Context: an optimization exercise on an open-source flow, tuned for small area, a short achievable clock period and few clock cycles. The choices shown serve that exercise and are no tape-out recipe.
No functional check of the RTL was part of this run.

==> design/flow/design.v <==
module goldschmidt_divider_q4_4 (
    input  wire       clk,
    input  wire       rst_n,
    input  wire       start,
    input  wire [7:0] numerator,
    input  wire [7:0] denominator,
    output wire [7:0] quotient,
    output reg        valid,
    output reg        error
);
    reg busy;
    always @(posedge clk or negedge rst_n) begin
        if (!rst_n) begin
            busy  <= 1'b0;
            valid <= 1'b0;
        end else begin
            busy  <= start;
            valid <= busy;
        end
    end
    wire       sgn0 = numerator[7] ^ denominator[7];
    wire [7:0] nr0  = numerator[7]   ? -numerator   : numerator;
    wire [7:0] dr0  = denominator[7] ? -denominator : denominator;
    reg [2:0] p0, cls0;
    always @(*) begin
        casez (dr0)
            8'b1???????: begin p0 = 3'd7; cls0 = dr0[6:4]; end
            8'b01??????: begin p0 = 3'd6; cls0 = dr0[5:3]; end
            8'b001?????: begin p0 = 3'd5; cls0 = dr0[4:2]; end
            8'b0001????: begin p0 = 3'd4; cls0 = dr0[3:1]; end
            8'b00001???: begin p0 = 3'd3; cls0 = dr0[2:0]; end
            8'b000001??: begin p0 = 3'd2; cls0 = {dr0[1:0], 1'b0}; end
            8'b0000001?: begin p0 = 3'd1; cls0 = {dr0[0], 2'b0}; end
            default:     begin p0 = 3'd0; cls0 = 3'd0; end
        endcase
    end
    reg [4:0] bd0, bd1;
    reg [2:0] bd2;
    always @(*) begin
        case ({nr0[2:0], 1'b0})
            4'b0000:          bd0 = 5'b00000;
            4'b0010:          bd0 = 5'b00001;
            4'b0100:          bd0 = 5'b00010;
            4'b0110:          bd0 = 5'b00100;
            4'b1000:          bd0 = 5'b11000;
            4'b1010:          bd0 = 5'b10100;
            4'b1100:          bd0 = 5'b10010;
            default:          bd0 = 5'b10001;
        endcase
        case (nr0[5:2])
            4'b0000, 4'b1111: bd1 = 5'b00000;
            4'b0001, 4'b0010: bd1 = 5'b00001;
            4'b0011, 4'b0100: bd1 = 5'b00010;
            4'b0101, 4'b0110: bd1 = 5'b00100;
            4'b0111:          bd1 = 5'b01000;
            4'b1000:          bd1 = 5'b11000;
            4'b1001, 4'b1010: bd1 = 5'b10100;
            4'b1011, 4'b1100: bd1 = 5'b10010;
            default:          bd1 = 5'b10001;
        endcase
        bd2 = {1'b0, nr0[7] | (nr0[6] & nr0[5]), ~nr0[7] & (nr0[6] ^ nr0[5])};
    end
    wire [12:0] k1a0 = ({13{cls0 == 3'd0}} & 13'd7224) |
        ({13{cls0 == 3'd1}} & 13'd6783) |
        ({13{cls0 == 3'd2}} & 13'd6240) |
        ({13{cls0 == 3'd3}} & 13'd5840) |
        ({13{cls0 == 3'd4}} & 13'd5328) |
        ({13{cls0 == 3'd5}} & 13'd5004) |
        ({13{cls0 == 3'd6}} & 13'd4658) |
        ({13{cls0 == 3'd7}} & 13'd4369);
    wire [14:0] k3a0 = ({15{cls0 == 3'd0}} & 15'd21672) |
        ({15{cls0 == 3'd1}} & 15'd20349) |
        ({15{cls0 == 3'd2}} & 15'd18720) |
        ({15{cls0 == 3'd3}} & 15'd17520) |
        ({15{cls0 == 3'd4}} & 15'd15984) |
        ({15{cls0 == 3'd5}} & 15'd15012) |
        ({15{cls0 == 3'd6}} & 15'd13974) |
        ({15{cls0 == 3'd7}} & 15'd13107);
    wire [7:0] rom0;
    wire rom_n16, rom_n17, rom_n18, rom_n19, rom_n20, rom_n21, rom_n22,
    rom_n23, rom_n24, rom_n25, rom_n26, rom_n27, rom_n28, rom_n29, rom_n30,
    rom_n31, rom_n32, rom_n33, rom_n34, rom_n35, rom_n36, rom_n37, rom_n38,
    rom_n39, rom_n40, rom_n41, rom_n42, rom_n43, rom_n44, rom_n45, rom_n46,
    rom_n47, rom_n48, rom_n49, rom_n50, rom_n51, rom_n52, rom_n53, rom_n54,
    rom_n55, rom_n56, rom_n57, rom_n58, rom_n59, rom_n60, rom_n61, rom_n62,
    rom_n63, rom_n64, rom_n65, rom_n66, rom_n67, rom_n68, rom_n69, rom_n70,
    rom_n71, rom_n72, rom_n73, rom_n74, rom_n75, rom_n76, rom_n77, rom_n78,
    rom_n79, rom_n80, rom_n81, rom_n82, rom_n83, rom_n84, rom_n85, rom_n86,
    rom_n87, rom_n88, rom_n89, rom_n90, rom_n91, rom_n92, rom_n93, rom_n94,
    rom_n95, rom_n96, rom_n97, rom_n98, rom_n99, rom_n100, rom_n102,
    rom_n103, rom_n104, rom_n105, rom_n106, rom_n107, rom_n108, rom_n109,
    rom_n110, rom_n111, rom_n112, rom_n113, rom_n114, rom_n115, rom_n116,
    rom_n117, rom_n118, rom_n119, rom_n120, rom_n121, rom_n122, rom_n123,
    rom_n124, rom_n125, rom_n126, rom_n127, rom_n128, rom_n129, rom_n130,
    rom_n131, rom_n132, rom_n133, rom_n134, rom_n135, rom_n136, rom_n137,
    rom_n138, rom_n139, rom_n140, rom_n141, rom_n142, rom_n143, rom_n144,
    rom_n145, rom_n146, rom_n147, rom_n148, rom_n149, rom_n150, rom_n151,
    rom_n152, rom_n153, rom_n154, rom_n155, rom_n156, rom_n158, rom_n159,
    rom_n160, rom_n161, rom_n162, rom_n163, rom_n164, rom_n165, rom_n166,
    rom_n167, rom_n168, rom_n169, rom_n170, rom_n171, rom_n172, rom_n173,
    rom_n174, rom_n175, rom_n176, rom_n177, rom_n178, rom_n179, rom_n180,
    rom_n181, rom_n182, rom_n183, rom_n184, rom_n185, rom_n187, rom_n188,
    rom_n189, rom_n190, rom_n191, rom_n192, rom_n193, rom_n194, rom_n195,
    rom_n196, rom_n197, rom_n198, rom_n199, rom_n200, rom_n201, rom_n202,
    rom_n203, rom_n204, rom_n205, rom_n206, rom_n207, rom_n208, rom_n209,
    rom_n210, rom_n211, rom_n212, rom_n213, rom_n214, rom_n215, rom_n216,
    rom_n217, rom_n218, rom_n219, rom_n220, rom_n221, rom_n222, rom_n223,
    rom_n224, rom_n225, rom_n226, rom_n227, rom_n228, rom_n230, rom_n231,
    rom_n232, rom_n233, rom_n234, rom_n235, rom_n236, rom_n237, rom_n238,
    rom_n239, rom_n240, rom_n241, rom_n242, rom_n243, rom_n244, rom_n245,
    rom_n246, rom_n247, rom_n248, rom_n249, rom_n251, rom_n252, rom_n253,
    rom_n254, rom_n255, rom_n256, rom_n257, rom_n258, rom_n259, rom_n260,
    rom_n261, rom_n262, rom_n263, rom_n264, rom_n265, rom_n266, rom_n267,
    rom_n269, rom_n270, rom_n271, rom_n272, rom_n273, rom_n274, rom_n275,
    rom_n276, rom_n277, rom_n278, rom_n279, rom_n280, rom_n281, rom_n282,
    rom_n283, rom_n284, rom_n285, rom_n286, rom_n287, rom_n288, rom_n289,
    rom_n290, rom_n291, rom_n293, rom_n294, rom_n295, rom_n296, rom_n297,
    rom_n298, rom_n299, rom_n300, rom_n301, rom_n302, rom_n303, rom_n304,
    rom_n305, rom_n306, rom_n307, rom_n308, rom_n309, rom_n310, rom_n311,
    rom_n312, rom_n313, rom_n314;
    assign rom_n16 = nr0[1] & nr0[4];
    assign rom_n17 = ~nr0[6] & ~rom_n16;
    assign rom_n18 = nr0[6] & rom_n16;
    assign rom_n19 = nr0[5] & ~nr0[6];
    assign rom_n20 = ~nr0[5] & nr0[6];
    assign rom_n21 = ~rom_n19 & ~rom_n20;
    assign rom_n22 = ~rom_n18 & rom_n21;
    assign rom_n23 = ~rom_n17 & rom_n22;
    assign rom_n24 = nr0[2] & rom_n20;
    assign rom_n25 = ~nr0[1] & ~nr0[4];
    assign rom_n26 = nr0[5] & rom_n25;
    assign rom_n27 = ~rom_n24 & ~rom_n26;
    assign rom_n28 = ~rom_n23 & rom_n27;
    assign rom_n29 = nr0[3] & ~rom_n28;
    assign rom_n30 = ~nr0[2] & rom_n20;
    assign rom_n31 = nr0[1] & ~nr0[2];
    assign rom_n32 = rom_n19 & ~rom_n31;
    assign rom_n33 = ~rom_n30 & ~rom_n32;
    assign rom_n34 = nr0[3] & nr0[6];
    assign rom_n35 = ~rom_n16 & rom_n34;
    assign rom_n36 = rom_n16 & rom_n20;
    assign rom_n37 = ~rom_n35 & ~rom_n36;
    assign rom_n38 = ~rom_n16 & ~rom_n20;
    assign rom_n39 = rom_n37 & ~rom_n38;
    assign rom_n40 = ~rom_n33 & rom_n39;
    assign rom_n41 = nr0[1] & ~nr0[6];
    assign rom_n42 = ~nr0[3] & ~rom_n19;
    assign rom_n43 = ~rom_n16 & rom_n42;
    assign rom_n44 = rom_n41 & rom_n43;
    assign rom_n45 = ~nr0[3] & nr0[4];
    assign rom_n46 = nr0[5] & rom_n45;
    assign rom_n47 = ~nr0[1] & ~nr0[2];
    assign rom_n48 = nr0[5] & nr0[6];
    assign rom_n49 = rom_n47 & rom_n48;
    assign rom_n50 = ~rom_n46 & rom_n49;
    assign rom_n51 = nr0[1] & nr0[2];
    assign rom_n52 = ~nr0[3] & ~nr0[6];
    assign rom_n53 = nr0[4] & rom_n52;
    assign rom_n54 = ~rom_n51 & rom_n53;
    assign rom_n55 = rom_n46 & ~rom_n47;
    assign rom_n56 = ~rom_n54 & ~rom_n55;
    assign rom_n57 = ~rom_n50 & rom_n56;
    assign rom_n58 = ~rom_n44 & rom_n57;
    assign rom_n59 = ~rom_n40 & rom_n58;
    assign rom_n60 = ~rom_n29 & rom_n59;
    assign rom_n61 = ~nr0[0] & nr0[1];
    assign rom_n62 = ~nr0[0] & nr0[4];
    assign rom_n63 = ~rom_n19 & rom_n62;
    assign rom_n64 = ~rom_n61 & ~rom_n63;
    assign rom_n65 = ~rom_n18 & ~rom_n64;
    assign rom_n66 = nr0[1] & ~rom_n62;
    assign rom_n67 = ~rom_n20 & ~rom_n41;
    assign rom_n68 = ~rom_n66 & rom_n67;
    assign rom_n69 = nr0[0] & ~nr0[3];
    assign rom_n70 = ~rom_n21 & rom_n69;
    assign rom_n71 = nr0[3] & ~nr0[4];
    assign rom_n72 = rom_n20 & rom_n71;
    assign rom_n73 = ~nr0[0] & ~nr0[5];
    assign rom_n74 = nr0[3] & rom_n73;
    assign rom_n75 = ~rom_n72 & ~rom_n74;
    assign rom_n76 = ~rom_n70 & rom_n75;
    assign rom_n77 = ~rom_n68 & rom_n76;
    assign rom_n78 = nr0[2] & ~rom_n77;
    assign rom_n79 = rom_n19 & rom_n71;
    assign rom_n80 = nr0[0] & nr0[4];
    assign rom_n81 = ~rom_n19 & rom_n80;
    assign rom_n82 = ~nr0[1] & ~rom_n45;
    assign rom_n83 = ~rom_n81 & rom_n82;
    assign rom_n84 = ~rom_n79 & rom_n83;
    assign rom_n85 = rom_n78 & ~rom_n84;
    assign rom_n86 = ~rom_n65 & ~rom_n85;
    assign rom_n87 = nr0[0] & ~nr0[6];
    assign rom_n88 = ~rom_n86 & ~rom_n87;
    assign rom_n89 = ~rom_n60 & rom_n88;
    assign rom_n90 = ~nr0[6] & rom_n85;
    assign rom_n91 = nr0[0] & rom_n60;
    assign rom_n92 = ~rom_n90 & rom_n91;
    assign rom_n93 = ~rom_n89 & ~rom_n92;
    assign rom_n94 = nr0[2] & rom_n19;
    assign rom_n95 = ~rom_n20 & ~rom_n94;
    assign rom_n96 = ~rom_n34 & ~rom_n52;
    assign rom_n97 = ~nr0[2] & rom_n96;
    assign rom_n98 = rom_n95 & ~rom_n97;
    assign rom_n99 = ~nr0[0] & rom_n25;
    assign rom_n100 = ~rom_n98 & rom_n99;
    assign rom0[0] = ~rom_n93 | rom_n100;
    assign rom_n102 = ~rom_n16 & ~rom_n25;
    assign rom_n103 = nr0[5] & rom_n80;
    assign rom_n104 = ~nr0[6] & ~rom_n103;
    assign rom_n105 = rom_n102 & rom_n104;
    assign rom_n106 = ~rom_n85 & rom_n105;
    assign rom_n107 = ~rom_n20 & ~rom_n106;
    assign rom_n108 = ~rom_n93 & rom_n107;
    assign rom_n109 = nr0[4] & ~rom_n108;
    assign rom_n110 = rom_n19 & rom_n47;
    assign rom_n111 = nr0[2] & nr0[6];
    assign rom_n112 = ~rom_n20 & ~rom_n111;
    assign rom_n113 = nr0[1] & ~nr0[5];
    assign rom_n114 = ~rom_n112 & ~rom_n113;
    assign rom_n115 = ~rom_n110 & ~rom_n114;
    assign rom_n116 = rom_n69 & ~rom_n115;
    assign rom_n117 = ~nr0[2] & ~nr0[5];
    assign rom_n118 = nr0[0] & ~nr0[1];
    assign rom_n119 = ~rom_n61 & ~rom_n118;
    assign rom_n120 = rom_n117 & rom_n119;
    assign rom_n121 = rom_n34 & ~rom_n118;
    assign rom_n122 = rom_n112 & rom_n121;
    assign rom_n123 = ~rom_n120 & ~rom_n122;
    assign rom_n124 = ~nr0[3] & rom_n61;
    assign rom_n125 = rom_n20 & rom_n124;
    assign rom_n126 = rom_n51 & rom_n74;
    assign rom_n127 = ~rom_n125 & ~rom_n126;
    assign rom_n128 = rom_n123 & rom_n127;
    assign rom_n129 = ~nr0[3] & rom_n118;
    assign rom_n130 = ~rom_n61 & rom_n94;
    assign rom_n131 = ~rom_n129 & rom_n130;
    assign rom_n132 = ~nr0[0] & nr0[5];
    assign rom_n133 = rom_n31 & rom_n132;
    assign rom_n134 = nr0[2] & rom_n118;
    assign rom_n135 = rom_n21 & rom_n134;
    assign rom_n136 = ~rom_n133 & ~rom_n135;
    assign rom_n137 = ~rom_n131 & rom_n136;
    assign rom_n138 = rom_n128 & rom_n137;
    assign rom_n139 = ~rom_n116 & rom_n138;
    assign rom_n140 = rom_n109 & rom_n139;
    assign rom_n141 = ~nr0[1] & nr0[4];
    assign rom_n142 = nr0[4] & ~nr0[5];
    assign rom_n143 = ~rom_n45 & ~rom_n142;
    assign rom_n144 = rom_n141 & rom_n143;
    assign rom_n145 = rom_n87 & rom_n144;
    assign rom_n146 = rom_n37 & ~rom_n145;
    assign rom_n147 = rom_n16 & ~rom_n78;
    assign rom_n148 = ~rom_n146 & ~rom_n147;
    assign rom_n149 = ~nr0[0] & ~rom_n37;
    assign rom_n150 = ~nr0[2] & ~rom_n149;
    assign rom_n151 = ~rom_n148 & ~rom_n150;
    assign rom_n152 = ~nr0[3] & ~nr0[5];
    assign rom_n153 = ~rom_n151 & rom_n152;
    assign rom_n154 = ~rom_n108 & rom_n153;
    assign rom_n155 = ~rom_n109 & ~rom_n139;
    assign rom_n156 = ~rom_n154 & ~rom_n155;
    assign rom0[1] = ~rom_n140 & rom_n156;
    assign rom_n158 = ~nr0[3] & rom_n25;
    assign rom_n159 = rom_n132 & rom_n158;
    assign rom_n160 = nr0[3] & rom_n25;
    assign rom_n161 = rom_n21 & rom_n160;
    assign rom_n162 = rom_n20 & rom_n118;
    assign rom_n163 = ~rom_n161 & ~rom_n162;
    assign rom_n164 = ~rom_n159 & rom_n163;
    assign rom_n165 = ~rom_n145 & rom_n164;
    assign rom_n166 = ~nr0[2] & ~rom_n165;
    assign rom_n167 = rom_n17 & ~rom_n46;
    assign rom_n168 = ~rom_n96 & ~rom_n167;
    assign rom_n169 = ~nr0[5] & ~nr0[6];
    assign rom_n170 = rom_n158 & rom_n169;
    assign rom_n171 = ~rom_n168 & ~rom_n170;
    assign rom_n172 = rom_n98 & rom_n142;
    assign rom_n173 = rom_n171 & rom_n172;
    assign rom_n174 = ~rom_n85 & ~rom_n173;
    assign rom_n175 = ~rom_n166 & rom_n174;
    assign rom_n176 = ~rom_n51 & rom0[1];
    assign rom_n177 = ~nr0[2] & rom_n25;
    assign rom_n178 = ~rom_n24 & ~rom_n177;
    assign rom_n179 = rom_n43 & rom_n178;
    assign rom_n180 = ~rom_n176 & rom_n179;
    assign rom_n181 = rom_n175 & ~rom_n180;
    assign rom_n182 = rom_n19 & rom_n31;
    assign rom_n183 = ~rom_n155 & rom_n182;
    assign rom_n184 = rom_n30 & rom_n62;
    assign rom_n185 = ~rom_n183 & ~rom_n184;
    assign rom0[2] = ~rom_n181 | ~rom_n185;
    assign rom_n187 = rom_n20 & ~rom_n181;
    assign rom_n188 = rom_n45 & ~rom_n168;
    assign rom_n189 = ~nr0[2] & ~rom_n80;
    assign rom_n190 = rom_n119 & rom_n189;
    assign rom_n191 = nr0[2] & nr0[4];
    assign rom_n192 = ~nr0[5] & ~rom_n191;
    assign rom_n193 = ~rom_n190 & ~rom_n192;
    assign rom_n194 = ~nr0[3] & nr0[6];
    assign rom_n195 = ~nr0[4] & ~rom_n194;
    assign rom_n196 = ~rom_n160 & rom_n195;
    assign rom_n197 = rom_n193 & rom_n196;
    assign rom_n198 = ~rom_n188 & ~rom_n197;
    assign rom_n199 = nr0[6] & rom_n193;
    assign rom_n200 = nr0[3] & ~rom_n199;
    assign rom_n201 = nr0[5] & rom_n66;
    assign rom_n202 = rom_n104 & ~rom_n201;
    assign rom_n203 = ~rom_n85 & ~rom_n202;
    assign rom_n204 = ~nr0[1] & rom_n73;
    assign rom_n205 = ~nr0[0] & rom_n85;
    assign rom_n206 = ~rom_n204 & ~rom_n205;
    assign rom_n207 = ~rom_n203 & rom_n206;
    assign rom_n208 = rom_n200 & ~rom_n207;
    assign rom_n209 = ~rom_n198 & ~rom_n208;
    assign rom_n210 = nr0[4] & rom_n33;
    assign rom_n211 = nr0[3] & ~rom_n210;
    assign rom_n212 = ~rom_n197 & rom_n211;
    assign rom_n213 = ~rom_n166 & rom_n212;
    assign rom_n214 = ~rom_n209 & ~rom_n213;
    assign rom_n215 = ~rom_n187 & rom_n214;
    assign rom_n216 = rom_n30 & rom_n45;
    assign rom_n217 = ~nr0[0] & ~rom_n72;
    assign rom_n218 = ~rom_n216 & rom_n217;
    assign rom_n219 = ~rom_n215 & ~rom_n218;
    assign rom_n220 = rom_n42 & ~rom_n195;
    assign rom_n221 = rom0[0] & rom_n220;
    assign rom_n222 = ~nr0[0] & ~rom_n221;
    assign rom_n223 = rom_n215 & rom_n222;
    assign rom_n224 = ~rom_n219 & ~rom_n223;
    assign rom_n225 = rom_n16 & ~rom_n21;
    assign rom_n226 = nr0[0] & ~rom_n38;
    assign rom_n227 = ~rom_n225 & rom_n226;
    assign rom_n228 = ~rom_n214 & rom_n227;
    assign rom0[3] = rom_n224 | rom_n228;
    assign rom_n230 = nr0[2] & ~nr0[4];
    assign rom_n231 = ~rom_n151 & ~rom_n230;
    assign rom_n232 = nr0[0] & rom_n48;
    assign rom_n233 = ~nr0[6] & ~rom_n71;
    assign rom_n234 = ~rom_n141 & rom_n233;
    assign rom_n235 = ~rom_n232 & ~rom_n234;
    assign rom_n236 = ~rom_n131 & ~rom_n235;
    assign rom_n237 = ~rom_n224 & rom_n236;
    assign rom_n238 = ~rom_n166 & ~rom_n224;
    assign rom_n239 = ~rom_n52 & ~rom_n113;
    assign rom_n240 = rom_n102 & rom_n239;
    assign rom_n241 = rom_n171 & ~rom_n240;
    assign rom_n242 = ~rom_n238 & rom_n241;
    assign rom_n243 = ~rom_n237 & ~rom_n242;
    assign rom_n244 = ~rom_n231 & ~rom_n243;
    assign rom_n245 = ~nr0[2] & nr0[4];
    assign rom_n246 = ~rom_n146 & rom_n245;
    assign rom_n247 = ~rom0[1] & rom_n246;
    assign rom_n248 = rom_n231 & ~rom_n247;
    assign rom_n249 = rom_n243 & rom_n248;
    assign rom0[4] = rom_n244 | rom_n249;
    assign rom_n251 = rom_n169 & rom_n177;
    assign rom_n252 = ~rom_n111 & ~rom_n251;
    assign rom_n253 = ~nr0[0] & ~rom_n252;
    assign rom_n254 = rom_n52 & rom_n189;
    assign rom_n255 = ~nr0[5] & rom_n158;
    assign rom_n256 = ~rom_n144 & ~rom_n255;
    assign rom_n257 = ~rom_n254 & rom_n256;
    assign rom_n258 = ~rom_n253 & ~rom_n257;
    assign rom_n259 = nr0[5] & ~rom_n102;
    assign rom_n260 = ~rom_n80 & ~rom_n259;
    assign rom_n261 = rom0[1] & ~rom_n260;
    assign rom_n262 = ~rom_n192 & rom_n194;
    assign rom_n263 = ~rom_n261 & rom_n262;
    assign rom_n264 = ~rom_n173 & ~rom_n208;
    assign rom_n265 = ~rom_n263 & rom_n264;
    assign rom_n266 = nr0[4] & rom_n204;
    assign rom_n267 = ~rom_n265 & ~rom_n266;
    assign rom0[5] = rom_n258 | rom_n267;
    assign rom_n269 = nr0[0] & nr0[2];
    assign rom_n270 = ~nr0[0] & ~nr0[2];
    assign rom_n271 = rom_n20 & ~rom_n270;
    assign rom_n272 = ~rom_n269 & rom_n271;
    assign rom_n273 = rom_n16 & ~rom_n272;
    assign rom_n274 = ~rom_n237 & rom_n273;
    assign rom_n275 = ~nr0[1] & nr0[5];
    assign rom_n276 = ~rom_n191 & rom_n275;
    assign rom_n277 = ~rom_n93 & rom_n276;
    assign rom_n278 = rom_n21 & ~rom_n117;
    assign rom_n279 = ~rom_n69 & ~rom_n278;
    assign rom_n280 = rom_n69 & rom_n95;
    assign rom_n281 = rom_n25 & ~rom_n280;
    assign rom_n282 = ~rom_n279 & rom_n281;
    assign rom_n283 = ~rom_n277 & ~rom_n282;
    assign rom_n284 = ~rom_n274 & rom_n283;
    assign rom_n285 = ~rom_n200 & ~rom_n284;
    assign rom_n286 = nr0[1] & ~rom_n142;
    assign rom_n287 = nr0[6] & ~rom_n286;
    assign rom_n288 = ~rom_n20 & rom_n286;
    assign rom_n289 = ~rom_n287 & ~rom_n288;
    assign rom_n290 = ~rom_n265 & rom_n289;
    assign rom_n291 = ~rom_n106 & ~rom_n290;
    assign rom0[6] = rom_n285 | ~rom_n291;
    assign rom_n293 = ~nr0[1] & rom_n175;
    assign rom_n294 = nr0[0] & ~rom_n293;
    assign rom_n295 = rom_n175 & rom_n200;
    assign rom_n296 = ~rom_n294 & ~rom_n295;
    assign rom_n297 = ~rom_n277 & rom_n296;
    assign rom_n298 = rom_n106 & rom_n208;
    assign rom_n299 = ~nr0[1] & rom_n34;
    assign rom_n300 = rom_n143 & ~rom_n299;
    assign rom_n301 = nr0[2] & ~rom_n45;
    assign rom_n302 = ~rom_n300 & ~rom_n301;
    assign rom_n303 = ~rom_n72 & ~rom_n302;
    assign rom_n304 = ~rom_n298 & rom_n303;
    assign rom_n305 = ~rom_n297 & rom_n304;
    assign rom_n306 = nr0[1] & rom_n34;
    assign rom_n307 = ~rom_n141 & ~rom_n306;
    assign rom_n308 = rom0[2] & rom_n307;
    assign rom_n309 = ~nr0[0] & ~rom_n308;
    assign rom_n310 = ~rom_n305 & ~rom_n309;
    assign rom_n311 = rom_n47 & rom_n52;
    assign rom_n312 = rom_n300 & ~rom_n311;
    assign rom_n313 = ~rom_n208 & rom_n312;
    assign rom_n314 = rom_n309 & rom_n313;
    assign rom0[7] = rom_n310 | rom_n314;
    wire dz0   = (denominator == 8'd0);
    wire eq0   = (nr0 == dr0);
    wire d160  = (dr0 == 8'h10) & nr0[7];
    wire d1280 = (denominator == 8'h80);
    wire usesp0 = dz0 | eq0 | d160 | d1280;
    reg [7:0] spec0;
    always @(*) begin
        if (dz0)       spec0 = 8'h00;
        else if (eq0)  spec0 = 8'h10;
        else if (d160) spec0 = 8'h80;
        else           spec0 = rom0;
    end
    wire       bsa0 = bd0[4], bsa1 = bd1[4];
    wire [4:1] bma0 = bd0[3:0], bma1 = bd1[3:0];
    wire [4:1] bma2 = {2'b00, bd2[1:0]};
    wire ppa0_0 = (bsa0 ^ ((bma0[1] & k1a0[0]) | (bma0[3] & k3a0[0])));
    wire ppa0_1 = (bsa0 ^ ((bma0[1] & k1a0[1]) | (bma0[2] & k1a0[0]) | (bma0[3] & k3a0[1])));
    wire ppa0_2 = (bsa0 ^ ((bma0[1] & k1a0[2]) | (bma0[2] & k1a0[1]) | (bma0[3] & k3a0[2]) | (bma0[4] & k1a0[0])));
    wire ppa0_3 = (bsa0 ^ ((bma0[1] & k1a0[3]) | (bma0[2] & k1a0[2]) | (bma0[3] & k3a0[3]) | (bma0[4] & k1a0[1])));
    wire ppa0_4 = (bsa0 ^ ((bma0[1] & k1a0[4]) | (bma0[2] & k1a0[3]) | (bma0[3] & k3a0[4]) | (bma0[4] & k1a0[2])));
    wire ppa0_5 = (bsa0 ^ ((bma0[1] & k1a0[5]) | (bma0[2] & k1a0[4]) | (bma0[3] & k3a0[5]) | (bma0[4] & k1a0[3])));
    wire ppa0_6 = (bsa0 ^ ((bma0[1] & k1a0[6]) | (bma0[2] & k1a0[5]) | (bma0[3] & k3a0[6]) | (bma0[4] & k1a0[4])));
    wire ppa0_7 = (bsa0 ^ ((bma0[1] & k1a0[7]) | (bma0[2] & k1a0[6]) | (bma0[3] & k3a0[7]) | (bma0[4] & k1a0[5])));
    wire ppa0_8 = (bsa0 ^ ((bma0[1] & k1a0[8]) | (bma0[2] & k1a0[7]) | (bma0[3] & k3a0[8]) | (bma0[4] & k1a0[6])));
    wire ppa0_9 = (bsa0 ^ ((bma0[1] & k1a0[9]) | (bma0[2] & k1a0[8]) | (bma0[3] & k3a0[9]) | (bma0[4] & k1a0[7])));
    wire ppa0_10 = (bsa0 ^ ((bma0[1] & k1a0[10]) | (bma0[2] & k1a0[9]) | (bma0[3] & k3a0[10]) | (bma0[4] & k1a0[8])));
    wire ppa0_11 = (bsa0 ^ ((bma0[1] & k1a0[11]) | (bma0[2] & k1a0[10]) | (bma0[3] & k3a0[11]) | (bma0[4] & k1a0[9])));
    wire ppa0_12 = (bsa0 ^ ((bma0[1] & k1a0[12]) | (bma0[2] & k1a0[11]) | (bma0[3] & k3a0[12]) | (bma0[4] & k1a0[10])));
    wire ppa0_13 = (bsa0 ^ ((bma0[2] & k1a0[12]) | (bma0[3] & k3a0[13]) | (bma0[4] & k1a0[11])));
    wire ppa0_14 = (bsa0 ^ ((bma0[3] & k3a0[14]) | (bma0[4] & k1a0[12])));
    wire [14:0] ppa0 = {ppa0_14, ppa0_13, ppa0_12, ppa0_11, ppa0_10, ppa0_9, ppa0_8, ppa0_7, ppa0_6, ppa0_5, ppa0_4, ppa0_3, ppa0_2, ppa0_1, ppa0_0};
    wire ppa1_0 = (bsa1 ^ ((bma1[1] & k1a0[0]) | (bma1[3] & k3a0[0])));
    wire ppa1_1 = (bsa1 ^ ((bma1[1] & k1a0[1]) | (bma1[2] & k1a0[0]) | (bma1[3] & k3a0[1])));
    wire ppa1_2 = (bsa1 ^ ((bma1[1] & k1a0[2]) | (bma1[2] & k1a0[1]) | (bma1[3] & k3a0[2]) | (bma1[4] & k1a0[0])));
    wire ppa1_3 = (bsa1 ^ ((bma1[1] & k1a0[3]) | (bma1[2] & k1a0[2]) | (bma1[3] & k3a0[3]) | (bma1[4] & k1a0[1])));
    wire ppa1_4 = (bsa1 ^ ((bma1[1] & k1a0[4]) | (bma1[2] & k1a0[3]) | (bma1[3] & k3a0[4]) | (bma1[4] & k1a0[2])));
    wire ppa1_5 = (bsa1 ^ ((bma1[1] & k1a0[5]) | (bma1[2] & k1a0[4]) | (bma1[3] & k3a0[5]) | (bma1[4] & k1a0[3])));
    wire ppa1_6 = (bsa1 ^ ((bma1[1] & k1a0[6]) | (bma1[2] & k1a0[5]) | (bma1[3] & k3a0[6]) | (bma1[4] & k1a0[4])));
    wire ppa1_7 = (bsa1 ^ ((bma1[1] & k1a0[7]) | (bma1[2] & k1a0[6]) | (bma1[3] & k3a0[7]) | (bma1[4] & k1a0[5])));
    wire ppa1_8 = (bsa1 ^ ((bma1[1] & k1a0[8]) | (bma1[2] & k1a0[7]) | (bma1[3] & k3a0[8]) | (bma1[4] & k1a0[6])));
    wire ppa1_9 = (bsa1 ^ ((bma1[1] & k1a0[9]) | (bma1[2] & k1a0[8]) | (bma1[3] & k3a0[9]) | (bma1[4] & k1a0[7])));
    wire ppa1_10 = (bsa1 ^ ((bma1[1] & k1a0[10]) | (bma1[2] & k1a0[9]) | (bma1[3] & k3a0[10]) | (bma1[4] & k1a0[8])));
    wire ppa1_11 = (bsa1 ^ ((bma1[1] & k1a0[11]) | (bma1[2] & k1a0[10]) | (bma1[3] & k3a0[11]) | (bma1[4] & k1a0[9])));
    wire ppa1_12 = (bsa1 ^ ((bma1[1] & k1a0[12]) | (bma1[2] & k1a0[11]) | (bma1[3] & k3a0[12]) | (bma1[4] & k1a0[10])));
    wire ppa1_13 = (bsa1 ^ ((bma1[2] & k1a0[12]) | (bma1[3] & k3a0[13]) | (bma1[4] & k1a0[11])));
    wire ppa1_14 = (bsa1 ^ ((bma1[3] & k3a0[14]) | (bma1[4] & k1a0[12])));
    wire [14:0] ppa1 = {ppa1_14, ppa1_13, ppa1_12, ppa1_11, ppa1_10, ppa1_9, ppa1_8, ppa1_7, ppa1_6, ppa1_5, ppa1_4, ppa1_3, ppa1_2, ppa1_1, ppa1_0};
    wire ppa2_0 = ((bma2[1] & k1a0[0]));
    wire ppa2_1 = ((bma2[1] & k1a0[1]) | (bma2[2] & k1a0[0]));
    wire ppa2_2 = ((bma2[1] & k1a0[2]) | (bma2[2] & k1a0[1]));
    wire ppa2_3 = ((bma2[1] & k1a0[3]) | (bma2[2] & k1a0[2]));
    wire ppa2_4 = ((bma2[1] & k1a0[4]) | (bma2[2] & k1a0[3]));
    wire ppa2_5 = ((bma2[1] & k1a0[5]) | (bma2[2] & k1a0[4]));
    wire ppa2_6 = ((bma2[1] & k1a0[6]) | (bma2[2] & k1a0[5]));
    wire ppa2_7 = ((bma2[1] & k1a0[7]) | (bma2[2] & k1a0[6]));
    wire ppa2_8 = ((bma2[1] & k1a0[8]) | (bma2[2] & k1a0[7]));
    wire ppa2_9 = ((bma2[1] & k1a0[9]) | (bma2[2] & k1a0[8]));
    wire ppa2_10 = ((bma2[1] & k1a0[10]) | (bma2[2] & k1a0[9]));
    wire ppa2_11 = ((bma2[1] & k1a0[11]) | (bma2[2] & k1a0[10]));
    wire ppa2_12 = ((bma2[1] & k1a0[12]) | (bma2[2] & k1a0[11]));
    wire ppa2_13 = ((bma2[2] & k1a0[12]));
    wire [13:0] ppa2 = {ppa2_13, ppa2_12, ppa2_11, ppa2_10, ppa2_9, ppa2_8, ppa2_7, ppa2_6, ppa2_5, ppa2_4, ppa2_3, ppa2_2, ppa2_1, ppa2_0};
    reg [14:0] pp0, pp1;
    reg [13:0] pp2;
    reg        bs0, bs1;
    reg [2:0]  pa, cls;
    reg        sgna, dza, usespa;
    always @(posedge clk) begin
        pp0    <= usesp0 ? 15'd0 : ppa0;
        pp1    <= usesp0 ? 15'd0 : ppa1;
        pp2    <= usesp0 ? {3'd0, spec0, 3'd0} : ppa2;
        bs0    <= ~usesp0 & bsa0;
        bs1    <= ~usesp0 & bsa1;
        pa     <= p0;
        cls    <= cls0;
        sgna   <= sgn0;
        dza    <= dz0;
        usespa <= usesp0;
    end
    wire m1_1;
    wire m1_2;
    wire m1_3;
    wire m1_4;
    wire m1_5;
    wire m1_6;
    wire m1_7;
    wire m1_8;
    wire m1_9;
    wire m1_10;
    wire m1_11;
    wire m1_12;
    wire m1_13;
    wire m1_14;
    wire m1_15;
    wire m1_16;
    wire m1_17;
    wire m1_18;
    wire m1_19;
    wire m1_20;
    wire m1_21;
    wire m1_22;
    wire m1_23;
    wire m1_24;
    wire m1_25;
    wire m1_26;
    wire m1_27;
    wire m1_28;
    wire m1_29;
    wire m1_30;
    wire m1_31;
    wire m1_32;
    wire m1_33;
    wire m1_34;
    assign m1_1 = bs1 ^ pp0[3];
    assign m1_2 = bs1 & pp0[3];
    assign m1_3 = pp0[4] ^ pp1[1];
    assign m1_4 = pp0[4] & pp1[1];
    assign m1_5 = pp0[5] ^ pp1[2];
    assign m1_6 = pp0[5] & pp1[2];
    assign m1_7 = pp0[6] ^ pp1[3] ^ pp2[0];
    assign m1_8 = (pp0[6] & pp1[3]) | (pp0[6] & pp2[0]) | (pp1[3] & pp2[0]);
    assign m1_9 = pp0[7] ^ pp1[4] ^ pp2[1];
    assign m1_10 = (pp0[7] & pp1[4]) | (pp0[7] & pp2[1]) | (pp1[4] & pp2[1]);
    assign m1_11 = pp0[8] ^ pp1[5] ^ pp2[2];
    assign m1_12 = (pp0[8] & pp1[5]) | (pp0[8] & pp2[2]) | (pp1[5] & pp2[2]);
    assign m1_13 = pp0[9] ^ pp1[6] ^ pp2[3];
    assign m1_14 = (pp0[9] & pp1[6]) | (pp0[9] & pp2[3]) | (pp1[6] & pp2[3]);
    assign m1_15 = pp0[10] ^ pp1[7] ^ pp2[4];
    assign m1_16 = (pp0[10] & pp1[7]) | (pp0[10] & pp2[4]) | (pp1[7] & pp2[4]);
    assign m1_17 = pp0[11] ^ pp1[8] ^ pp2[5];
    assign m1_18 = (pp0[11] & pp1[8]) | (pp0[11] & pp2[5]) | (pp1[8] & pp2[5]);
    assign m1_19 = pp0[12] ^ pp1[9] ^ pp2[6];
    assign m1_20 = (pp0[12] & pp1[9]) | (pp0[12] & pp2[6]) | (pp1[9] & pp2[6]);
    assign m1_21 = pp0[13] ^ pp1[10] ^ pp2[7];
    assign m1_22 = (pp0[13] & pp1[10]) | (pp0[13] & pp2[7]) | (pp1[10] & pp2[7]);
    assign m1_23 = pp0[14] ^ pp1[11] ^ pp2[8];
    assign m1_24 = (pp0[14] & pp1[11]) | (pp0[14] & pp2[8]) | (pp1[11] & pp2[8]);
    assign m1_25 = bs0 ^ pp1[12] ^ pp2[9];
    assign m1_26 = (bs0 & pp1[12]) | (bs0 & pp2[9]) | (pp1[12] & pp2[9]);
    assign m1_27 = bs0 ^ pp1[13] ^ pp2[10];
    assign m1_28 = (bs0 & pp1[13]) | (bs0 & pp2[10]) | (pp1[13] & pp2[10]);
    assign m1_29 = bs0 ^ pp1[14] ^ pp2[11];
    assign m1_30 = (bs0 & pp1[14]) | (bs0 & pp2[11]) | (pp1[14] & pp2[11]);
    assign m1_31 = ~bs0 ^ ~bs1 ^ pp2[12];
    assign m1_32 = (~bs0 & ~bs1) | (~bs0 & pp2[12]) | (~bs1 & pp2[12]);
    assign m1_33 = 1'b1 ^ pp2[13];
    assign m1_34 = 1'b1 & pp2[13];
    wire [19:0] x_a = {m1_33, m1_31, m1_29, m1_27, m1_25, m1_23, m1_21, m1_19, m1_17, m1_15, m1_13, m1_11, m1_9, m1_7, m1_5, m1_3, m1_1, pp0[2], pp0[1], bs0};
    wire [19:0] x_b = {m1_32, m1_30, m1_28, m1_26, m1_24, m1_22, m1_20, m1_18, m1_16, m1_14, m1_12, m1_10, m1_8, m1_6, m1_4, m1_2, pp1[0], 1'b0, 1'b0, pp0[0]};
    wire [8:0]  xlo = {1'b0, x_a[7:0]} + {1'b0, x_b[7:0]};
    wire [5:0]  xm0 = x_a[13:8] + x_b[13:8];
    wire [6:0]  xm1 = {1'b0, x_a[13:8]} + {1'b0, x_b[13:8]} + 7'd1;
    wire [6:0]  xmc = {1'b0, x_a[13:8]} + {1'b0, x_b[13:8]};
    wire [5:0]  xh0 = x_a[19:14] + x_b[19:14];
    wire [5:0]  xh1 = x_a[19:14] + x_b[19:14] + 6'd1;
    wire [5:0]  n2m = xlo[8] ? xm1[5:0] : xm0;
    wire        c14 = xlo[8] ? xm1[6] : xmc[6];
    wire [11:0] n2 = {c14 ? xh1 : xh0, n2m};
    wire [1:0] s3 = ({2{cls == 3'd1}} & 2'd1) |
        ({2{cls == 3'd2}} & 2'd2) |
        ({2{cls == 3'd3}} & 2'd2) |
        ({2{cls == 3'd4}} & 2'd2) |
        ({2{cls == 3'd5}} & 2'd2) |
        ({2{cls == 3'd6}} & 2'd2) |
        ({2{cls == 3'd7}} & 2'd2);
    wire [1:0] es = ({2{cls == 3'd0}} & 2'd1) |
        ({2{cls == 3'd2}} & 2'd2) |
        ({2{cls == 3'd4}} & 2'd1);
    wire [2:0] e1 = ({3{cls == 3'd0}} & 3'd1) |
        ({3{cls == 3'd1}} & 3'd4) |
        ({3{cls == 3'd2}} & 3'd7) |
        ({3{cls == 3'd3}} & 3'd2) |
        ({3{cls == 3'd4}} & 3'd1) |
        ({3{cls == 3'd7}} & 3'd1);
    wire [2:0] e2 = ({3{cls == 3'd0}} & 3'd4) |
        ({3{cls == 3'd1}} & 3'd1) |
        ({3{cls == 3'd3}} & 3'd1) |
        ({3{cls == 3'd4}} & 3'd2) |
        ({3{cls == 3'd5}} & 3'd1) |
        ({3{cls == 3'd6}} & 3'd1);
    wire [19:0] c2t = ({20{cls == 3'd0}} & 20'd1040385) |
        ({20{cls == 3'd2}} & 20'd1015812) |
        ({20{cls == 3'd4}} & 20'd1040385);
    wire [19:0] c2 = c2t & {20{~usespa}};
    wire es_0 = es[0] & ~usespa, es_1 = es[1] & ~usespa;
    wire e1_0 = e1[0] & ~usespa, e1_1 = e1[1] & ~usespa, e1_2 = e1[2] & ~usespa;
    wire e2_0 = e2[0] & ~usespa, e2_1 = e2[1] & ~usespa, e2_2 = e2[2] & ~usespa;
    wire m2_1;
    wire m2_2;
    wire m2_3;
    wire m2_4;
    wire m2_5;
    wire m2_6;
    wire m2_7;
    wire m2_8;
    wire m2_9;
    wire m2_10;
    wire m2_11;
    wire m2_12;
    wire m2_13;
    wire m2_14;
    wire m2_15;
    wire m2_16;
    wire m2_17;
    wire m2_18;
    wire m2_19;
    wire m2_20;
    wire m2_21;
    wire m2_22;
    wire m2_23;
    wire m2_24;
    wire m2_25;
    wire m2_26;
    wire m2_27;
    wire m2_28;
    wire m2_29;
    wire m2_30;
    wire m2_31;
    wire m2_32;
    wire m2_33;
    wire m2_34;
    wire m2_35;
    wire m2_36;
    wire m2_37;
    wire m2_38;
    wire m2_39;
    wire m2_40;
    wire m2_41;
    wire m2_42;
    wire m2_43;
    wire m2_44;
    wire m2_45;
    wire m2_46;
    wire m2_47;
    wire m2_48;
    wire m2_49;
    wire m2_50;
    wire m2_51;
    wire m2_52;
    wire m2_53;
    wire m2_54;
    assign m2_1 = n2[0] ^ (es_0 ^ ((e1_0 & n2[8]) | (e2_0 & n2[7])));
    assign m2_2 = n2[0] & (es_0 ^ ((e1_0 & n2[8]) | (e2_0 & n2[7])));
    assign m2_3 = n2[1] ^ (es_0 ^ ((e1_0 & n2[9]) | (e2_0 & n2[8]))) ^ (es_1 ^ ((e1_1 & n2[7]) | (e2_1 & n2[6])));
    assign m2_4 = (n2[1] & (es_0 ^ ((e1_0 & n2[9]) | (e2_0 & n2[8])))) | (n2[1] & (es_1 ^ ((e1_1 & n2[7]) | (e2_1 & n2[6])))) | ((es_0 ^ ((e1_0 & n2[9]) | (e2_0 & n2[8]))) & (es_1 ^ ((e1_1 & n2[7]) | (e2_1 & n2[6]))));
    assign m2_5 = n2[2] ^ (es_0 ^ ((e1_0 & n2[10]) | (e2_0 & n2[9]))) ^ (es_1 ^ ((e1_1 & n2[8]) | (e2_1 & n2[7])));
    assign m2_6 = (n2[2] & (es_0 ^ ((e1_0 & n2[10]) | (e2_0 & n2[9])))) | (n2[2] & (es_1 ^ ((e1_1 & n2[8]) | (e2_1 & n2[7])))) | ((es_0 ^ ((e1_0 & n2[10]) | (e2_0 & n2[9]))) & (es_1 ^ ((e1_1 & n2[8]) | (e2_1 & n2[7]))));
    assign m2_7 = n2[3] ^ (es_0 ^ ((e1_0 & n2[11]) | (e2_0 & n2[10]))) ^ (es_1 ^ ((e1_1 & n2[9]) | (e2_1 & n2[8])));
    assign m2_8 = (n2[3] & (es_0 ^ ((e1_0 & n2[11]) | (e2_0 & n2[10])))) | (n2[3] & (es_1 ^ ((e1_1 & n2[9]) | (e2_1 & n2[8])))) | ((es_0 ^ ((e1_0 & n2[11]) | (e2_0 & n2[10]))) & (es_1 ^ ((e1_1 & n2[9]) | (e2_1 & n2[8]))));
    assign m2_9 = n2[4] ^ (es_0 ^ ((e2_0 & n2[11]))) ^ (es_1 ^ ((e1_1 & n2[10]) | (e2_1 & n2[9])));
    assign m2_10 = (n2[4] & (es_0 ^ ((e2_0 & n2[11])))) | (n2[4] & (es_1 ^ ((e1_1 & n2[10]) | (e2_1 & n2[9])))) | ((es_0 ^ ((e2_0 & n2[11]))) & (es_1 ^ ((e1_1 & n2[10]) | (e2_1 & n2[9]))));
    assign m2_11 = n2[5] ^ c2[13] ^ (es_1 ^ ((e1_1 & n2[11]) | (e2_1 & n2[10])));
    assign m2_12 = (n2[5] & c2[13]) | (n2[5] & (es_1 ^ ((e1_1 & n2[11]) | (e2_1 & n2[10])))) | (c2[13] & (es_1 ^ ((e1_1 & n2[11]) | (e2_1 & n2[10]))));
    assign m2_13 = n2[6] ^ c2[14] ^ (es_1 ^ ((e2_1 & n2[11])));
    assign m2_14 = (n2[6] & c2[14]) | (n2[6] & (es_1 ^ ((e2_1 & n2[11])))) | (c2[14] & (es_1 ^ ((e2_1 & n2[11]))));
    assign m2_15 = n2[7] ^ c2[15];
    assign m2_16 = n2[7] & c2[15];
    assign m2_17 = n2[8] ^ c2[16];
    assign m2_18 = n2[8] & c2[16];
    assign m2_19 = c2[2] ^ (es_0 ^ ((e1_0 & n2[2]) | (e2_0 & n2[1])));
    assign m2_20 = c2[2] & (es_0 ^ ((e1_0 & n2[2]) | (e2_0 & n2[1])));
    assign m2_21 = (es_0 ^ ((e1_0 & n2[3]) | (e2_0 & n2[2]))) ^ (es_1 ^ ((e1_1 & n2[1]) | (e2_1 & n2[0])));
    assign m2_22 = (es_0 ^ ((e1_0 & n2[3]) | (e2_0 & n2[2]))) & (es_1 ^ ((e1_1 & n2[1]) | (e2_1 & n2[0])));
    assign m2_23 = (es_0 ^ ((e1_0 & n2[4]) | (e2_0 & n2[3]))) ^ (es_1 ^ ((e1_1 & n2[2]) | (e2_1 & n2[1]))) ^ ((e1_2 & n2[0]));
    assign m2_24 = ((es_0 ^ ((e1_0 & n2[4]) | (e2_0 & n2[3]))) & (es_1 ^ ((e1_1 & n2[2]) | (e2_1 & n2[1])))) | ((es_0 ^ ((e1_0 & n2[4]) | (e2_0 & n2[3]))) & ((e1_2 & n2[0]))) | ((es_1 ^ ((e1_1 & n2[2]) | (e2_1 & n2[1]))) & ((e1_2 & n2[0])));
    assign m2_25 = (es_0 ^ ((e1_0 & n2[5]) | (e2_0 & n2[4]))) ^ (es_1 ^ ((e1_1 & n2[3]) | (e2_1 & n2[2]))) ^ ((e1_2 & n2[1]) | (e2_2 & n2[0]));
    assign m2_26 = ((es_0 ^ ((e1_0 & n2[5]) | (e2_0 & n2[4]))) & (es_1 ^ ((e1_1 & n2[3]) | (e2_1 & n2[2])))) | ((es_0 ^ ((e1_0 & n2[5]) | (e2_0 & n2[4]))) & ((e1_2 & n2[1]) | (e2_2 & n2[0]))) | ((es_1 ^ ((e1_1 & n2[3]) | (e2_1 & n2[2]))) & ((e1_2 & n2[1]) | (e2_2 & n2[0])));
    assign m2_27 = (es_0 ^ ((e1_0 & n2[6]) | (e2_0 & n2[5]))) ^ (es_1 ^ ((e1_1 & n2[4]) | (e2_1 & n2[3]))) ^ ((e1_2 & n2[2]) | (e2_2 & n2[1]));
    assign m2_28 = ((es_0 ^ ((e1_0 & n2[6]) | (e2_0 & n2[5]))) & (es_1 ^ ((e1_1 & n2[4]) | (e2_1 & n2[3])))) | ((es_0 ^ ((e1_0 & n2[6]) | (e2_0 & n2[5]))) & ((e1_2 & n2[2]) | (e2_2 & n2[1]))) | ((es_1 ^ ((e1_1 & n2[4]) | (e2_1 & n2[3]))) & ((e1_2 & n2[2]) | (e2_2 & n2[1])));
    assign m2_29 = (es_0 ^ ((e1_0 & n2[7]) | (e2_0 & n2[6]))) ^ (es_1 ^ ((e1_1 & n2[5]) | (e2_1 & n2[4]))) ^ ((e1_2 & n2[3]) | (e2_2 & n2[2]));
    assign m2_30 = ((es_0 ^ ((e1_0 & n2[7]) | (e2_0 & n2[6]))) & (es_1 ^ ((e1_1 & n2[5]) | (e2_1 & n2[4])))) | ((es_0 ^ ((e1_0 & n2[7]) | (e2_0 & n2[6]))) & ((e1_2 & n2[3]) | (e2_2 & n2[2]))) | ((es_1 ^ ((e1_1 & n2[5]) | (e2_1 & n2[4]))) & ((e1_2 & n2[3]) | (e2_2 & n2[2])));
    assign m2_31 = (es_1 ^ ((e1_1 & n2[6]) | (e2_1 & n2[5]))) ^ ((e1_2 & n2[4]) | (e2_2 & n2[3])) ^ m2_1;
    assign m2_32 = ((es_1 ^ ((e1_1 & n2[6]) | (e2_1 & n2[5]))) & ((e1_2 & n2[4]) | (e2_2 & n2[3]))) | ((es_1 ^ ((e1_1 & n2[6]) | (e2_1 & n2[5]))) & m2_1) | (((e1_2 & n2[4]) | (e2_2 & n2[3])) & m2_1);
    assign m2_33 = ((e1_2 & n2[5]) | (e2_2 & n2[4])) ^ m2_2 ^ m2_3;
    assign m2_34 = (((e1_2 & n2[5]) | (e2_2 & n2[4])) & m2_2) | (((e1_2 & n2[5]) | (e2_2 & n2[4])) & m2_3) | (m2_2 & m2_3);
    assign m2_35 = ((e1_2 & n2[6]) | (e2_2 & n2[5])) ^ m2_4 ^ m2_5;
    assign m2_36 = (((e1_2 & n2[6]) | (e2_2 & n2[5])) & m2_4) | (((e1_2 & n2[6]) | (e2_2 & n2[5])) & m2_5) | (m2_4 & m2_5);
    assign m2_37 = ((e1_2 & n2[7]) | (e2_2 & n2[6])) ^ m2_6 ^ m2_7;
    assign m2_38 = (((e1_2 & n2[7]) | (e2_2 & n2[6])) & m2_6) | (((e1_2 & n2[7]) | (e2_2 & n2[6])) & m2_7) | (m2_6 & m2_7);
    assign m2_39 = ((e1_2 & n2[8]) | (e2_2 & n2[7])) ^ m2_8 ^ m2_9;
    assign m2_40 = (((e1_2 & n2[8]) | (e2_2 & n2[7])) & m2_8) | (((e1_2 & n2[8]) | (e2_2 & n2[7])) & m2_9) | (m2_8 & m2_9);
    assign m2_41 = ((e1_2 & n2[9]) | (e2_2 & n2[8])) ^ m2_10 ^ m2_11;
    assign m2_42 = (((e1_2 & n2[9]) | (e2_2 & n2[8])) & m2_10) | (((e1_2 & n2[9]) | (e2_2 & n2[8])) & m2_11) | (m2_10 & m2_11);
    assign m2_43 = ((e1_2 & n2[10]) | (e2_2 & n2[9])) ^ m2_12 ^ m2_13;
    assign m2_44 = (((e1_2 & n2[10]) | (e2_2 & n2[9])) & m2_12) | (((e1_2 & n2[10]) | (e2_2 & n2[9])) & m2_13) | (m2_12 & m2_13);
    assign m2_45 = m2_15 ^ ((e1_2 & n2[11]) | (e2_2 & n2[10])) ^ m2_14;
    assign m2_46 = (m2_15 & ((e1_2 & n2[11]) | (e2_2 & n2[10]))) | (m2_15 & m2_14) | (((e1_2 & n2[11]) | (e2_2 & n2[10])) & m2_14);
    assign m2_47 = m2_16 ^ m2_17 ^ ((e2_2 & n2[11]));
    assign m2_48 = (m2_16 & m2_17) | (m2_16 & ((e2_2 & n2[11]))) | (m2_17 & ((e2_2 & n2[11])));
    assign m2_49 = n2[9] ^ c2[17] ^ m2_18;
    assign m2_50 = (n2[9] & c2[17]) | (n2[9] & m2_18) | (c2[17] & m2_18);
    assign m2_51 = n2[10] ^ c2[18];
    assign m2_52 = n2[10] & c2[18];
    assign m2_53 = n2[11] ^ c2[19];
    assign m2_54 = n2[11] & c2[19];
    wire [19:0] y_a = {m2_53, m2_51, m2_49, m2_47, m2_45, m2_43, m2_41, m2_39, m2_37, m2_35, m2_33, m2_31, m2_29, m2_27, m2_25, m2_23, m2_21, m2_19, (es_0 ^ ((e1_0 & n2[1]) | (e2_0 & n2[0]))), c2[0]};
    wire [19:0] y_b = {m2_52, m2_50, m2_48, m2_46, m2_44, m2_42, m2_40, m2_38, m2_36, m2_34, m2_32, m2_30, m2_28, m2_26, m2_24, m2_22, m2_20, (es_1 ^ ((e1_1 & n2[0]))), 1'b0, (es_0 ^ ((e1_0 & n2[0])))};
    wire [8:0]  ylo = {1'b0, y_a[7:0]} + {1'b0, y_b[7:0]};
    wire [5:0]  ym0 = y_a[13:8] + y_b[13:8];
    wire [6:0]  ym1 = {1'b0, y_a[13:8]} + {1'b0, y_b[13:8]} + 7'd1;
    wire [6:0]  ymc = {1'b0, y_a[13:8]} + {1'b0, y_b[13:8]};
    wire [5:0]  yh0 = y_a[19:14] + y_b[19:14];
    wire [5:0]  yh1 = y_a[19:14] + y_b[19:14] + 6'd1;
    wire        cy14 = ylo[8] ? ym1[6] : ymc[6];
    wire [19:0] y  = {cy14 ? yh1 : yh0, ylo[8] ? ym1[5:0] : ym0, ylo[7:0]};
    reg [11:0] n3;
    reg        sg;
    reg [2:0]  pb;
    reg [1:0]  sb;
    always @(posedge clk) begin
        n3    <= y[19:8];
        pb    <= usespa ? 3'd0 : pa;
        sb    <= usespa ? 2'd3 : s3;
        sg    <= sgna;
        error <= dza;
    end
    wire [5:0]  n3s = (sb == 2'd0) ? n3[11:6] :
                      (sb == 2'd1) ? {1'b0, n3[11:7]} :
                      (sb == 2'd2) ? {2'b0, n3[11:8]} : 6'd0;
    wire [12:0] n4  = {1'b0, n3} + {7'd0, n3s};
    wire [6:0]  ph = 7'd1 << pb;
    wire [8:0]  t = ({9{ph[0]}} & n4[8:0])  | ({9{ph[1]}} & n4[9:1])  |
                    ({9{ph[2]}} & n4[10:2]) | ({9{ph[3]}} & n4[11:3]) |
                    ({9{ph[4]}} & n4[12:4]) | ({9{ph[5]}} & {1'b0, n4[12:5]}) |
                    ({9{ph[6]}} & {2'b0, n4[12:6]});
    assign quotient = (t[8:1] ^ {8{sg}}) + {7'd0, t[0] ^ sg};
endmodule
==> design/flow/flow/run.sh <==
#!/bin/bash
set -euo pipefail
bash standard.sh MATCH_CELL_FOOTPRINT=0 'BUFFER_PORTS_ARGS=-buffer_cell sky130_fd_sc_hd__buf_2' finish > standard.log 2>&1
==> design/flow/standard.sh <==
#!/bin/bash
# synth_recipe.tcl (not shown) runs the flow's synth.tcl, then flattens the netlist and writes it again
# the make line also repeats each setting of config.mk as NAME=value (left out here)
make -C /OpenROAD-flow-scripts/flow DESIGN_CONFIG=/design/flow/config.mk WORK_HOME=/design/flow/orfs CLKGATE_MAP_FILE= SYNTH_SCRIPT=/design/flow/synth_recipe.tcl "${@:-finish}"
==> design/flow/config.mk <==
export PLATFORM = sky130hd
export DESIGN_NAME = goldschmidt_divider_q4_4
export DESIGN_NICKNAME = goldschmidt_divider_q4_4
export VERILOG_FILES = /design/flow/design.v
export SDC_FILE = /design/flow/constraint.sdc
export NUM_CORES = 4
export LEC_CHECK = 0
export ABC_AREA = 1
export CAP_MARGIN = 20
export CORE_MARGIN = 2
export CORE_UTILIZATION = 55
export SETUP_SLACK_MARGIN = 1.5
export SLEW_MARGIN = 20
==> design/flow/constraint.sdc <==
create_clock -name core_clock -period 8.0 [get_ports {clk}]
set_input_delay 1.6000 -clock core_clock [delete_from_list [all_inputs] [get_ports {clk}]]
set_output_delay 1.6000 -clock core_clock [all_outputs]
set_load 0.01 [all_outputs]
==> run notes <==
transition time at the pin with the least slew margin=1.01 ns; outcome=timing/DRC/antenna clean; Ys Warns=1; first-pass GRT wire length=40700 um; DPL Wire Length=19300 um; global route total overflow=0; total inserted antenna cells=0; fraction of layout cells with a size suffix above 1=0.127; final setup violating endpoints=0; asr flop ratio synth=0.0263; post-DR vias/cell=5.71; average wire length per cell after detail routing=15.8 um; Post-synth EDFFs=0; slowest cell on the critical path=fa_2; relative max-transition margin=0.324; root buffer selected by CTS=clkbuf_16; most numerous cell on the critical path=nand2_1; die span in y=132 um; Min Hold Slack=0.325 ns; startpoint-to-endpoint class of the critical path=reg -> reg; Area Overhead vs Synth=10.2%; sequential area share after synthesis=0.170; most frequent cells after synthesis=257 x nand2_1, 200 x inv_1, 116 x nor2_1; Routed Antenna Nets=0; Critical Path Source Type=register; max-cap violations=0; number of buffers added by the clock tree synthesis step=9; sum of negative setup slack=0 ns; Total Die Area=17400 um2; DRC violations left=0; worst setup slack for register-to-register paths=1.65 ns; class of the most critical hold timing path=reg -> reg; clock insertion delay at the later pin of the skew report=0.34 ns; Final Max Tran Viols=0; vias in the first global route=8436; Iteration-0 DRC Markers=887; maximum frequency from static timing analysis=158 MHz; capturing element type of the critical path=register; top cells by area, synth=dfxtp_1 16%, nand2_1 11%, ha_1 9.0%; final critical delay including setup and external delays=6.35 ns; worst-path fanout max=8; CTS tree=built; RePlAce Congestion=0.982; number of different library cells in the post-synthesis netlist=65; maximum number of pins on one net before global-route repair=23; final core occ=0.622; antenna violations before repair=0; All-Layer GR Usage=0.283; initial cell density of the core=0.564; top-count cell post-synth=nand2_1; period utilisation layout=0.793; average cell area after synthesis=6.72 um2; floorplan core area=15900 um2; required time reported for the critical path endpoint=8.22 ns; detailed-routing iteration count for the pre-antenna-repair pass=5; Clock Path Buffers=2; Final Routed Wirelength=25000 um; count of hold-fix buffers inserted at cts=0; number of vias in the routed layout=9043; total clock sinks=76; number of top-level design ports=29; die boundary width=132 um; standard-cell row count=46; count of buffers inserted at the top-level ports=28; top cell type's share of synthesized area=0.165; RSZ-0062 raised after global routing=yes; clock transition at the register clock pins on the worst setup and hold paths after CTS=0.06 ns; layout net count=1482; slowest stage delay, CP=0.56 ns; Main synth FF type=dfxtp_1; Arrival @ worst endpoint=6.57 ns; Post-Route Skew=0.00833 ns; final-report hold violation count=0; Post-Synthesis Cell Area=8990 um2; Post-Syn Nets=1458; dominant cell type by area after synthesis=dfxtp_1; gate count after technology mapping=1338; flop and latch count out of synthesis=76; level count of the clock H-tree=3
==> routing by layer <==
layer / routed length, um / share of wire / vias to the layer above / global-route usage
li1: - / - / 4476 / -
met1: 10800 / 0.43 / 4125 / 0.367
met2: 11700 / 0.47 / 373 / 0.471
met3: 1790 / 0.072 / 69 / 0.0504
met4: 777 / 0.031 / 0 / 0.105
met5: 0 / 0 / - / 0
==> cell usage in the layout, fill, tap and decap left out, drive strengths merged, types with 2 or more instances in the layout <==
master   synthesis  layout
a22oi            8       8
o22ai           55      55
clkbuf          14       9
a31oi            3       3
and3             3       3
fa              36      36
nand2          266     266
o31ai            2       2
o311ai           2       2
a221oi           7       7
o221ai          19      19
nand3           71      71
a211oi           6       6
and2             2       2
a32oi            2       2
nor2           132     132
o2111ai          7       7
dfxtp           74      74
buf             17      44
mux2i            3       3
a21oi           63      63
o21ai           97      97
or2              9       9
o211ai           4       4
bufinv           0       2
dfrtp            2       2
clkinv           3       5
nand4           13      13
xnor2           15      15
nor3            24      24
nor4             4       4
inv            225     227
a2111oi          2       2
nand3b           3       3
o21bai           2       2
ha              65      65
xor2            71      71
==> area by class of cell <==
class	instances	area, um2
timing repair buffer	44	264
clock buffer	9	225
tap	216	270
clock inverter	7	98.8
inverter	228	863
sequential	76	1530
fill	1507	6030
multi-input combinational	1003	6660
==> state kept, by name (all words and copies together), names as in the netlist, 2 cells and up <==
signal	flops
sb	2
n3	12
pp1	15
pp2	14
pb	3
pa	3
cls	3
pp0	15
==> logic make-up (layout without fill, tap and decap cells) <==
family | count (synthesis) | after routing | share of synthesized area
compound gates | 284 | 284 | 0.194
fa+ha+maj | 101 | 101 | 0.171
flops | 76 | 76 | 0.170
xor+xnor | 86 | 86 | 0.0846
simple gates | 529 | 529 | 0.262
mux | 3 | 3 | 0.00334
buf+inv | 259 | 288 | 0.116
==> what timing repair did <==
| action | 4_1_cts | 5_1_grt |
|---|---|---|
| endpoints found under the setup margin | 3 | 6 |
| endpoints found under the hold margin | 0 | 0 |
| gates cloned | 0 | 0 |
| buffers inserted | 9 | 6 |
| gates resized for setup | 27 | 21 |
| pin swaps | 15 | 29 |
==> stage by stage <==
| stage | cells | instance area [um2] | setup slack, ns |
|---|---|---|---|
| 2_1_floorplan | 1338 | 9000 | 1.58 |
| 3_3_place_gp | 1552 | 9240 | 1.23 |
| 3_5_place_dp | 1552 | 9240 | 1.11 |
| 4_1_cts | 1577 | 9750 | 1.51 |
| 5_1_grt | 1583 | 9910 | 1.32 |
| 6_report | 1583 | 9910 | 1.65 |
==> worst max-delay path: cells and delay by family (launching register included) <==
| kind | cells | cell delay, ns |
|---|---|---|
| compound gates | 3 | 0.34 |
| xor+xnor | 6 | 1.08 |
| fa+ha+maj | 7 | 2.44 |
| buf+inv | 1 | 0.07 |
| flops | 1 | 0.31 |
| simple gates | 15 | 1.98 |
==> worst paths after layout <==
check / end / cells after the start / startpoint
setup / recovery: n3[11]$_DFF_P_ / 32 / pp2[2]$_SDFF_PN0_
hold / removal: error$_DFF_P_ / 0 / dza$_DFF_P_
setup reg to reg: n3[11]$_DFF_P_ / 32 / pp2[2]$_SDFF_PN0_
hold reg to reg: error$_DFF_P_ / 0 / dza$_DFF_P_
max in group asynchronous: valid$_DFF_PN0_ / 1 / rst_n
min in group asynchronous: busy$_DFF_PN0_ / 1 / rst_n

==> afterwards: timing with drivers on the ports <==
Ports are ideal in the flow. The routed layout listed here was re-timed in OpenROAD. Step 1: set_driving_cell puts a clkbuf_16 on clk and a buf_2 on each other input, an assumption about the parent block. Step 2, shift: input delay + t, output delay - t, t = (earliest + latest rising clock arrival at the registers) / 2. This alone moves slack from input paths to output paths. Slacks: no drivers / after step 1 / after step 2; pairs: no drivers / after step 1.
t, ns: 0.383
setup slack, ns: 1.653 / 1.653 / 1.653
hold slack, ns: 0.325 / 0.325 / 0.325
worst setup path at the end: register to register
slew at the worst register clock pin (ns): 0.06 / 0.06
After both steps setup and hold are still met in this run. The setup slack of this run moves by 0.000 ns with the drivers and by 0.000 ns with both steps.
